Source: an optimization exercise on an open RTL-to-GDS flow (aim: small area). Production flows keep margins and buffers that such runs may drop. Only simulation tests tie the RTL to the original design; equivalence was not proved.

## flow/design.v (module list and top-level ports; edited modules follow where they fit)
// module power: 7483 lines
// module power_fa: 10 lines
// module power_inv: 6 lines
module power #(
    parameter DATA_WIDTH = 32
)(
    input  wire                     clk,
    input  wire                     reset_n,
    input  wire                     s_valid,
    input  wire  [DATA_WIDTH-1:0]   s_data,
    output wire                     s_ready,
    input  wire                     m_ready,
    output wire                     m_valid,
    output wire  [63:0]             m_data
);
  // ...
==> flow/run.sh <==
#!/bin/bash
# synth_recipe.tcl (not shown) runs the flow's synth.tcl, then flattens the netlist and writes it again
# the make line also repeats each setting of config.mk as NAME=value (left out here)
make -C /OpenROAD-flow-scripts/flow DESIGN_CONFIG=/design/flow/config.mk WORK_HOME=/design/flow/orfs CLKGATE_MAP_FILE= SYNTH_SCRIPT=/design/flow/synth_recipe.tcl finish
==> flow/config.mk <==
export PLATFORM = sky130hd
export DESIGN_NAME = power
export DESIGN_NICKNAME = power
export VERILOG_FILES = /design/flow/design.v
export SDC_FILE = /design/flow/constraint.sdc
export NUM_CORES = 4
export LEC_CHECK = 0
export CAP_MARGIN = 20
export CORE_MARGIN = 2
export CORE_UTILIZATION = 65
export PLACE_DENSITY = 0.75
export SLEW_MARGIN = 20
export SYNTH_HIERARCHICAL = 1
==> flow/constraint.sdc <==
create_clock -name core_clock -period 11.0 [get_ports {clk}]
set_input_delay 2.2000 -clock core_clock [delete_from_list [all_inputs] [get_ports {clk}]]
set_output_delay 2.2000 -clock core_clock [all_outputs]
set_load 0.01 [all_outputs]
==> results.py, run 1 <==
metrics = {
    "finish": {
        "drive_gt1_frac": 0.0411,
        "sh_seq_area": 0.0584,
        "final_common_cell": "nor2_1",
        "largest_reg_flops": 61,
        "finish.utilization": 0.678,
        "dominant_cells": "multi-input combinational cells",
        "nClkBuffers": 17,
    },
    "run_status": {
        "status": "no timing/DRC/antenna violations",
    },
    "worst_setup_path": {
        "start_kind": "flip-flop",
        "worstPathArrival_ns": 8.03,
        "reg2reg_depth": 20,
        "cp.depth": 20,
        "reg2reg_to": "r_x4[57]",
        "reg2reg_slack_ns": 2.93,
        "slowest_stage": "edfxtp_1",
    },
    "grt": {
        "met2_usage": 0.646,
        "top_usage_layer": "met2",
        "grt_pass1_vias": 51200,
    },
    "sta": {
        "rsz0062_at_grt": "false",
        "max_slew_margin": 0.170,
        "fmax_ghz": 0.0977,
        "layout_min_cycle_time_ns": 10.23,
        "final.setup.tns_ns": 0,
    },
    "synthesis": {
        "synthTopCellsByCount": "nor2_1, fa_1, clkbuf_1",
        "synth_most_common_cell": "nor2_1",
        "synth-seq-cells": 123,
        "netlist_area_mm2": 0.0608,
    },
    "detailed_routing": {
        "wl_um": 178000,
        "dr.max_layer_used": "met5",
        "vias": 44700,
        "drcViolationCount": 0,
    },
    "min_path": {
        "holdPathStages": 1,
    },
    "floorplanning": {
        "coreArea_mm2": 0.0930,
        "start_util": 0.653,
    },
    "placement": {
        "globalplace.congestion": 0.992,
    },
    "cts": {
        "cts.sinks": 123,
    },
}
==> run 2, diff against run 1 <==
--- a/flow/config.mk
+++ b/flow/config.mk
@@ -7,3 +7,3 @@
 export LEC_CHECK = 0
-export CAP_MARGIN = 20
+export CAP_MARGIN = 5
 export CORE_MARGIN = 2
@@ -11,3 +11,3 @@
 export PLACE_DENSITY = 0.75
-export SLEW_MARGIN = 20
+export SLEW_MARGIN = 5
 export SYNTH_HIERARCHICAL = 1
==> run 2 against run 1 <==
  * Still clean on timing, DRC and antenna
  * Utilization unchanged
  * Global-route usage unchanged
  * Cell area unchanged
  * Synthesized cell count unchanged
  * Count of clock-buffer cells in the layout unchanged
  * Die area unchanged
  * Flip-flop and latch count unchanged
  * Critical path type unchanged
  * Largest cell class unchanged
==> results.py, run 2 <==
metrics = {
    "worst_setup_path": {
        "start_kind": "flip-flop",
        "critPathKind": "flip-flop to output port",
        "end_kind": "output port",
        "required_ns": 8.80,
        "crit_fanout": 16,
        "worstPathArrival_ns": 8.03,
    },
    "floorplanning": {
        "die_w_um": 310,
        "io_pins": 102,
        "coreArea_mm2": 0.0930,
        "num_rows": 112,
        "fp.dieH_um": 310,
        "start_util": 0.653,
        "die_area_mm2": 0.0960,
    },
    "grt": {
        "grt_start_max_net_pins": 64,
        "antenna_found_initial": 3,
        "grt.overflow.total": 0,
        "grt_pass1_wl_um": 284000,
        "grt_pass1_vias": 51200,
        "track_usage": 0.395,
    },
    "synthesis": {
        "async_flop_share": 0.0163,
        "netlist_area_mm2": 0.0608,
        "syn_avg_cell_area_um2": 10.3,
        "synth_edf_count": 121,
        "synth_cell_types": 71,
        "synth_most_common_cell": "nor2_1",
        "synth_top_cell_by_area": "fa_1",
        "netlist.area_leader.share": 0.617,
        "synth_area_leaders": "fa_1, nor2_1, edfxtp_1",
        "synthTopCellsByCount": "nor2_1, fa_1, clkbuf_1",
        "synth_warnings": 7,
        "synth-seq-cells": 123,
        "synth_cells": 5890,
        "yosys_most_used_dff": "edfxtp_1",
        "yosysSeqAreaShare": 0.0606,
    },
    "finish": {
        "largest_reg_flops": 61,
        "area_delta_synth_final_pct": 3.69,
        "multi_input_area_mm2": 0.0542,
        "final_cell_mix": "nor2_1, fa_1, ha_1",
        "design_area_mm2": 0.0630,
        "top_register": "r_x2",
        "final_net_count": 7850,
        "seqCellArea_mm2": 0.00368,
        "reg.largest.list": "r_x2: 61 flops, r_x4: 60 flops",
        "drive_gt1_frac": 0.0411,
        "insertedDiodeCount": 0,
        "final_common_cell": "nor2_1",
        "fill_cells": 7035,
    },
    "sta": {
        "period_share": 0.930,
        "layout_min_cycle_time_ns": 10.23,
        "rsz0062_at_grt": "false",
        "fmax_ghz": 0.0977,
        "slew_violations": 0,
        "skew_ns": 0.0131,
        "hold_viol": 0,
        "max_slew_margin": 0.170,
        "setup_viol": 0,
        "final.setup.tns_ns": 0,
        "worstMarginPinSlew_ns": 1.24,
    },
    "placement": {
        "globalplace.congestion": 0.992,
        "numPortBuffers": 97,
        "hpwl_um": 131000,
        "placed_area_mm2": 0.0625,
    },
    "detailed_routing": {
        "vias": 44700,
        "firstDrtPassIters": 9,
        "wl_per_cell_um": 25.7,
        "wl_um": 178000,
        "via_per_inst": 6.46,
        "drtAntennaViolNets": 0,
        "drt_iter0_drc": 4420,
        "drcViolationCount": 0,
    },
    "run_status": {
        "status": "no timing/DRC/antenna violations",
    },
    "min_path": {
        "hold_path.class": "flip-flop to flip-flop",
    },
    "cts": {
        "cts_tree": "yes",
        "cts.path.max_buffers": 2,
        "cts.sinks": 123,
        "post_cts_buffers": 0,
        "clk_latency_ns": 0.48,
        "numCtsBuffers": 17,
        "root_buffer": "clkbuf_16",
        "post_cts_resized": 0,
        "cts_hold_buf": 0,
        "clkTransAtPathRegs_ns": 0.07,
        "htreeDepth": 4,
    },
    "flow_run": {
        "drv_cap": 0,
    },
}
[run 2: path summary, 6_finish.rpt]
path	from	endpoint	slack (ns)	cells past startpoint
max	r_x4[8]	m_data[48]	0.77	20
min	r_vpipe	r_valid	0.46	1
max reg2reg	r_x2[4]	r_x4[57]	2.93	20
min reg2reg	r_vpipe	r_valid	0.46	1
max in group asynchronous	reset_n	r_vpipe	8.99	1
min in group asynchronous	reset_n	r_valid	1.89	1
[run 2: routing by layer]
layer / global-route usage / share of wire / up-vias
li1: - / - / 17400
met1: 0.479 / 0.33 / 23000
met2: 0.646 / 0.48 / 3355
met3: 0.0981 / 0.12 / 997
met4: 0.235 / 0.071 / 4
met5: 0 / 0.00017 / -
[run 2: layout make-up]
type                       count  share of cell area
multi-input combinational   5063               0.860
inverter                     177              0.0105
sequential                   123              0.0584
timing repair buffer         270              0.0366
clock inverter                15             0.00238
clock buffer                  17             0.00675
tap                         1254              0.0249
[run 2: logic make-up (layout without fill, tap and decap cells)]
logic type / after synthesis / count (layout) / share of synthesized area
flops: 123 / 123 / 0.0606
buf+inv: 707 / 479 / 0.0476
xor+xnor: 235 / 235 / 0.0339
fa+ha+maj: 2162 / 2162 / 0.676
other cells: 1 / 4 / 0.0000617
mux: 2 / 2 / 0.000350
compound gates: 246 / 246 / 0.0278
simple gates: 2414 / 2414 / 0.154
[run 2: critical path, stage by stage (launching register included)]
cell and delay (ns):
edfxtp_1 1.09, nor2_1 0.17, fa_1 0.45, fa_1 0.53, fa_1 0.45, fa_1 0.40, fa_1 0.54, fa_1 0.42
ha_1 0.36, nand4_1 0.13, or3_1 0.41, a2111oi_4 0.39, o21ai_1 0.16, o21ai_0 0.40, a21oi_1 0.21, nor2b_1 0.18
o21a_1 0.15, nor2_1 0.05, fa_1 0.37, xnor2_1 0.14, clkdlybuf4s50_1 0.54
[run 2: per-stage QoR]
step                worst slack [ns]  utilization  hold slack (ns)  instances
finish                         0.768        0.678            0.462       6919
global route                   0.353        0.678            0.491       6919
CTS                            0.761        0.678            0.464       6919
detailed placement              1.29        0.671            0.449       6887
global placement                1.33        0.671            0.441       6887
floorplan                       2.48            -            0.424       5893
[run 2: per-module statistics from Yosys, one instance, submodules excluded]
| module | times used | cell area, µm² |
|---|---|---|
| power | 1 | 23500 |
| power_fa | 1855 | 20.0 |
| power_inv | 1 | 120 |
==> run 3, diff against run 2 <==
--- a/flow/config.mk
+++ b/flow/config.mk
@@ -7,7 +7,6 @@
 export LEC_CHECK = 0
-export CAP_MARGIN = 5
+export CAP_MARGIN = 20
 export CORE_MARGIN = 2
-export CORE_UTILIZATION = 65
-export PLACE_DENSITY = 0.75
-export SLEW_MARGIN = 5
+export CORE_UTILIZATION = 40
+export SLEW_MARGIN = 20
 export SYNTH_HIERARCHICAL = 1
==> run 3 against run 2 <==
  * Non-clock buffer count increased by 3
  * Clock skew grew 0.011 ns
  * Cell area up 1.6%
  * Final cell count grew 11%
  * Wire length up 7.0%
  * Critical endpoint unchanged
==> results.py, run 3 <==
metrics = {
    "run_status": {
        "status": "no timing/DRC/antenna violations",
    },
    "floorplanning": {
        "fp.dieH_um": 394,
        "die_area_mm2": 0.155,
        "num_rows": 143,
        "die_w_um": 394,
        "start_util": 0.402,
        "coreArea_mm2": 0.151,
        "io_pins": 102,
    },
    "detailed_routing": {
        "drt_iter0_drc": 3969,
        "wl_per_cell_um": 24.7,
        "wl_um": 190000,
        "drcViolationCount": 0,
        "vias": 43900,
        "firstDrtPassIters": 7,
        "drtAntennaViolNets": 0,
        "via_per_inst": 5.70,
    },
    "cts": {
        "clk_latency_ns": 0.51,
        "post_cts_buffers": 0,
        "post_cts_resized": 0,
        "cts.path.max_buffers": 2,
        "cts_tree": "yes",
        "cts.sinks": 123,
        "root_buffer": "clkbuf_16",
        "htreeDepth": 4,
        "numCtsBuffers": 17,
        "clkTransAtPathRegs_ns": 0.08,
        "cts_hold_buf": 0,
    },
    "synthesis": {
        "synth_most_common_cell": "nor2_1",
        "yosys_most_used_dff": "edfxtp_1",
        "synth_warnings": 7,
        "yosysSeqAreaShare": 0.0606,
        "synth_cell_types": 71,
        "synthTopCellsByCount": "nor2_1, fa_1, clkbuf_1",
        "syn_avg_cell_area_um2": 10.3,
        "synth_top_cell_by_area": "fa_1",
        "synth_edf_count": 121,
        "netlist.area_leader.share": 0.617,
        "async_flop_share": 0.0163,
        "synth_cells": 5890,
        "synth-seq-cells": 123,
        "netlist_area_mm2": 0.0608,
        "synth_area_leaders": "fa_1, nor2_1, edfxtp_1",
    },
    "grt": {
        "grt.overflow.total": 0,
        "grt_pass1_vias": 50100,
        "antenna_found_initial": 1,
        "track_usage": 0.250,
        "grt_start_max_net_pins": 66,
        "grt_pass1_wl_um": 297000,
    },
    "sta": {
        "fmax_ghz": 0.0976,
        "worstMarginPinSlew_ns": 1.22,
        "setup_viol": 0,
        "layout_min_cycle_time_ns": 10.24,
        "hold_viol": 0,
        "rsz0062_at_grt": "false",
        "period_share": 0.931,
        "slew_violations": 0,
        "holdWs_ns": 0.461,
        "max_slew_margin": 0.186,
        "fin_ws_ns": 0.758,
        "final.setup.tns_ns": 0,
        "skew_ns": 0.0244,
    },
    "finish": {
        "final_net_count": 7853,
        "area_delta_synth_final_pct": 5.34,
        "top_register": "r_x2",
        "reg.largest.list": "r_x2: 61 flops, r_x4: 60 flops",
        "drive_gt1_frac": 0.0418,
        "final_cell_mix": "nor2_1, fa_1, ha_1",
        "final_common_cell": "nor2_1",
        "largest_reg_flops": 61,
        "design_area_mm2": 0.0640,
        "instances_no_fill": 7698,
        "insertedDiodeCount": 0,
    },
    "placement": {
        "hpwl_um": 136000,
        "numPortBuffers": 97,
        "place_ws_ns": 1.20,
        "placed_cells": 7665,
        "placed_area_mm2": 0.0635,
        "globalplace.congestion": 0.941,
    },
    "min_path": {
        "hold_path.class": "flip-flop to flip-flop",
    },
    "worst_setup_path": {
        "required_ns": 8.80,
        "worstPathArrival_ns": 8.04,
        "critPathKind": "flip-flop to output port",
        "crit_fanout": 42,
        "start_kind": "flip-flop",
        "end_kind": "output port",
    },
    "flow_run": {
        "drv_cap": 0,
    },
}
-- run 3: layout make-up --
cell class,count,area [µm²]
clock buffer,17,425
clock inverter,15,155
fill,14500,87300
inverter,177,664
multi-input combinational,5063,54200
sequential,123,3680
tap,2030,2540
timing repair buffer,273,2340
-- run 3: Yosys stat by module, one instance, submodules excluded --
module / cell area, µm² / flip-flops and latches / times used / cells
power_fa: 20.0 / 0 / 1855 / 1
power_inv: 120 / 0 / 1 / 32
power: 23500 / 123 / 1 / 4003
-- run 3: per-stage QoR --
stage | utilization
detailed placement | 0.419
finish | 0.423
floorplan | -
global placement | 0.419
global route | 0.423
CTS | 0.423
-- run 3: cell families after synthesis --
group	count (synthesis)	share of synthesized area
AOI/OAI and AO/OA	246	0.0278
xor gates and xnor gates	235	0.0339
adders and majority gates	2162	0.676
buffers and inverters	707	0.0476
DFF	123	0.0606
muxes	2	0.000350
other	1	0.0000617
and+or+nand+nor	2414	0.154
-- run 3: path summary, 6_finish.rpt --
check	startpoint	end	slack [ns]	depth (start not counted)
worst min register to register	r_vpipe	r_valid	0.46	1
max in group asynchronous	reset_n	r_valid	9.01	1
worst min-delay path	r_vpipe	r_valid	0.46	1
min in group asynchronous	reset_n	r_vpipe	1.87	1
worst max register to register	r_x2[6]	r_x4[59]	3.32	20
worst max-delay path	r_x4[1]	m_data[48]	0.76	21
-- run 3: metal layers --
metal  wire length (µm)  share of wire  GRT usage
met1              71200           0.37      0.312
met2              92700           0.49      0.423
met3              17000          0.089     0.0472
met4               9320          0.049      0.112
met5                 13       0.000068          0
-- run 3: worst max-delay path: stages (launching register included) --
cell	delay, ns
edfxtp_1	0.71
buf_12	0.31
nor2_1	0.12
fa_1	0.48
fa_1	0.57
fa_1	0.44
fa_1	0.41
fa_1	0.52
fa_1	0.43
ha_1	0.38
nand4_1	0.12
or3_1	0.40
a2111oi_4	0.38
o21ai_1	0.15
o21ai_0	0.39
a21oi_1	0.22
nor2b_1	0.18
o21a_1	0.15
nor2_1	0.06
fa_1	0.37
xnor2_1	0.14
clkdlybuf4s50_1	0.56

[afterwards: timing with drivers on the ports]
The flow's constraints put no driver on any port. The routed layouts listed below were extracted and timed again, unchanged, in two steps. Step 1: set_driving_cell puts a clkbuf_16 on clk and a buf_2 on each other input, an assumption about the parent block. Step 2 also shifts input and output timing later by t, the mid clock arrival at the registers, as if the neighbouring blocks saw the same clock. Slacks: no drivers / after step 1 / after step 2; pairs: no drivers / after step 1.
run | t (ns) | setup WS [ns] | hold WS [ns]
run 1 | 0.544 | 0.768 / 0.692 / 1.236 | 0.462 / 0.462 / 0.462
run 2 | 0.544 | 0.768 / 0.692 / 1.236 | 0.462 / 0.462 / 0.462
run 3 | 0.572 | 0.758 / 0.681 / 1.253 | 0.461 / 0.461 / 0.461
After both steps every run listed still meets setup and hold.
